From an optimization exercise on the open Yosys and OpenROAD flow, aimed at small area, a short achievable clock period and few clock cycles; shortcuts taken in it are not production practice.
RTL that was checked went through simulation tests only; none was proved equivalent to the original.
Power and IR drop assume default switching activity.

==> flow/design.v <==
module maze(clk, reset, start_i, row_i, action_o, coord_o);
    input clk, reset, start_i;
    input [15:0] row_i;
    output reg [1:0] action_o;
    output [5:0] coord_o;
    localparam [1:0] A_IDLE = 2'b00, A_IN = 2'b01, A_CAL = 2'b10, A_OUT = 2'b11;
    reg [63:0] s1, s0;
    reg [3:0]  cnt;
    reg [1:0]  T;       
    reg [1:0]  dm;      
    reg        tgt;     
    reg [7:0]  cpos, rpos;
    wire load = (action_o == A_IN) & ~cnt[3];
    wire walk = (action_o == A_OUT);
    wire [7:0] in1, in0, isst;
    genvar g;
    generate for (g = 0; g < 8; g = g + 1) begin : col
        assign in1[g]  =  row_i[15-2*g] &  row_i[14-2*g];
        assign in0[g]  = ~row_i[15-2*g] &  row_i[14-2*g];
        assign isst[g] =  row_i[15-2*g] & ~row_i[14-2*g];
    end endgenerate
    wire       found = load & |isst;
    wire       last  = load & (cnt[2:0] == 3'd7);    
    wire [7:0] ldr   = {8{load}} & (8'd1 << cnt[2:0]);
    reg [63:0] x1, x0;
    integer k;
    always @* begin
        x1 = s1;
        x0 = s0;
        for (k = 7; k < 64; k = k + 8) begin
            x1[k] = last ? in1[k >> 3] : s1[k];
            x0[k] = last ? in0[k >> 3] : s0[k];
        end
    end
    wire [63:0] ROW0 = 64'h0101010101010101;
    wire [63:0] ROW7 = 64'h8080808080808080;
    wire [63:0] nb  = ((x1 >> 1) & ~ROW7) | ((x1 << 1) & ~ROW0) | (x1 >> 8) | (x1 << 8);
    wire [63:0] nw  = nb & ~x1 & ~x0 & {64{~load | last}};
    wire        lab = T[1] ^ T[0];       
    always @(posedge clk) begin
        for (k = 0; k < 64; k = k + 1) begin
            if (ldr[k & 7] & ((k & 7) != 7)) begin
                s1[k] <= in1[k >> 3];
                s0[k] <= in0[k >> 3];
            end else begin
                s1[k] <= x1[k] | nw[k];
                s0[k] <= x0[k] | (nw[k] & lab);
            end
        end
    end
    wire [63:0] P = s1 &  s0;      
    wire [63:0] Q = s1 & ~s0;      
    reg  [7:0] cv1, cv0, rv1, rv0;    
    integer a, b;
    always @* begin
        for (a = 0; a < 8; a = a + 1) begin
            cv1[a] = 1'b0; cv0[a] = 1'b0;
            rv1[a] = 1'b0; rv0[a] = 1'b0;
            for (b = 0; b < 8; b = b + 1) begin
                cv1[a] = cv1[a] | (cpos[b] & P[b*8+a]);
                cv0[a] = cv0[a] | (cpos[b] & Q[b*8+a]);
                rv1[a] = rv1[a] | (rpos[b] & P[a*8+b]);
                rv0[a] = rv0[a] | (rpos[b] & Q[a*8+b]);
            end
        end
    end
    wire [7:0] cv = tgt ? cv1 : cv0;
    wire [7:0] rv = tgt ? rv1 : rv0;
    wire up    = |(rpos[7:1] & cv[6:0]);
    wire down  = |(rpos[6:0] & cv[7:1]);
    wire left  = |(cpos[7:1] & rv[6:0]);
    wire right = |(cpos[6:0] & rv[7:1]);
    wire reach = up | down | left | right;
    function [2:0] enc(input [7:0] x);
        enc = {|x[7:4], x[2] | x[3] | x[6] | x[7], x[1] | x[3] | x[5] | x[7]};
    endfunction
    wire [2:0] cc = enc(cpos);
    wire [2:0] cr = enc(rpos);
    assign coord_o = {cc, cr};
    wire mu = walk & up;
    wire md = walk & ~up & down;
    wire mv = walk & ~(up | down);           
    wire ml = mv & left;
    wire mr = mv & ~left;
    wire hold = ~found & ~walk;
    wire pd = cc[0] ^ cr[0] ^ row_i[4] ^ row_i[0];    
    always @(posedge clk) begin
        rpos <= ({8{found}} & (8'd1 << cnt[2:0])) | ({8{hold | mv}} & rpos)
              | ({8{mu}} & (rpos >> 1)) | ({8{md}} & (rpos << 1));
        cpos <= ({8{found}} & isst) | ({8{hold | mu | md}} & cpos)
              | ({8{ml}} & (cpos >> 1)) | ({8{mr}} & (cpos << 1));
    end
    always @(posedge clk) begin
        if (load & ~last) T <= 2'd0;
        else              T <= T + 2'd1;
        if (walk)                  dm <= dm - 2'd1;
        else if (action_o == A_IN) dm <= {~pd, pd};
        else                       dm <= T + 2'd1;
        tgt <= (walk & ~dm[1]) | (~walk & ~load & ((reach & tgt) | (~reach & lab)));
    end
    always @(posedge clk or posedge reset) begin
        if (reset) begin
            action_o <= A_IDLE;
            cnt <= 4'd0;
        end else begin
            case (action_o)
                A_IDLE: begin
                    cnt <= 4'd0;
                    if (start_i) action_o <= A_IN;
                end
                A_IN: begin
                    cnt <= cnt + 4'd1;
                    if (cnt[3]) action_o <= reach ? A_OUT : A_CAL;
                end
                A_CAL: if (reach) action_o <= A_OUT;
                A_OUT: if (!reach) action_o <= A_IDLE;    
            endcase
        end
    end
endmodule
Settings: LEC_CHECK=0, ABC_AREA=1, CAP_MARGIN=20, CORE_MARGIN=2, CORE_UTILIZATION=40, SETUP_SLACK_MARGIN=1.0, SLEW_MARGIN=20; clock period 3.7 ns.
run.sh (not shown) runs the stock make flow with config.mk's settings and CLKGATE_MAP_FILE= SYNTH_SCRIPT=/design/flow/synth_recipe.tcl, a recipe that flattens the netlist after the stock synthesis.
Next try:
--- a/flow/design.v
+++ b/flow/design.v
@@ -45,30 +45,25 @@
             end else begin
                 s1[k] <= x1[k] | nw[k];
                 s0[k] <= x0[k] | (nw[k] & lab);
             end
         end
     end
-    wire [63:0] P = s1 &  s0;      
-    wire [63:0] Q = s1 & ~s0;      
-    reg  [7:0] cv1, cv0, rv1, rv0;    
+    wire [63:0] G = s1 & ~(s0 ^ {64{tgt}});
+    reg  [7:0] cv, rv;    
     integer a, b;
     always @* begin
         for (a = 0; a < 8; a = a + 1) begin
-            cv1[a] = 1'b0; cv0[a] = 1'b0;
-            rv1[a] = 1'b0; rv0[a] = 1'b0;
+            cv[a] = 1'b0;
+            rv[a] = 1'b0;
             for (b = 0; b < 8; b = b + 1) begin
-                cv1[a] = cv1[a] | (cpos[b] & P[b*8+a]);
-                cv0[a] = cv0[a] | (cpos[b] & Q[b*8+a]);
-                rv1[a] = rv1[a] | (rpos[b] & P[a*8+b]);
-                rv0[a] = rv0[a] | (rpos[b] & Q[a*8+b]);
+                cv[a] = cv[a] | (cpos[b] & G[b*8+a]);
+                rv[a] = rv[a] | (rpos[b] & G[a*8+b]);
             end
         end
     end
-    wire [7:0] cv = tgt ? cv1 : cv0;
-    wire [7:0] rv = tgt ? rv1 : rv0;
     wire up    = |(rpos[7:1] & cv[6:0]);
     wire down  = |(rpos[6:0] & cv[7:1]);
     wire left  = |(cpos[7:1] & rv[6:0]);
     wire right = |(cpos[6:0] & rv[7:1]);
     wire reach = up | down | left | right;
     function [2:0] enc(input [7:0] x);
Outcome: The new run produced a clean layout. Sequential power went up by 8.6%. Clock power went down by about 6%. Wire length went down by 14%. Core utilization went up by 1.4 points. Worst setup slack gets better by 0.12 ns. Non-clock buffer count went down by 8. Synthesized area went down by 7.2%. Cell area went down by 6.0%. Sequential cell count does not change. Maximum frequency went up by 4.4%. Sequential share of layout area went up by 1.7 points. Count of clock-buffer cells in the layout went down by 2. Synthesized cell count went down by 7.4%.
Testbench counts after the change, summed over its fixed seeds: cycles 39,396.
No functional check of the RTL was part of the first run of this note.

re-timing with driven ports:
In the flow no input, the clock included, has a driving cell. The finished layouts below were timed again as built, in two steps.
Step 1 sets driving cells, clkbuf_16 on the clock port and buf_2 on the other inputs (assumed; they add their load-dependent delay and slew).
Step 2 adds t to the input delays and takes it off the output delays; t is the mean of the earliest and latest rising clock arrival at the registers after step 1. Input paths then give back, and output paths get back, about the clock's delay inside the block.
Slacks: ideal / step 1 / step 2; pairs: ideal / step 1.
run | t, ns | setup slack, ns | worst setup path after step 2
the first run | 0.484 | 0.907 / 0.861 / 0.605 | input to register
the second run | 0.474 | 1.024 / 0.977 / 0.761 | input to register
After both steps every run listed still meets setup and hold. For the first run, which loses most, drivers alone change the setup slack by -0.046 ns; drivers and shift together by -0.302 ns.
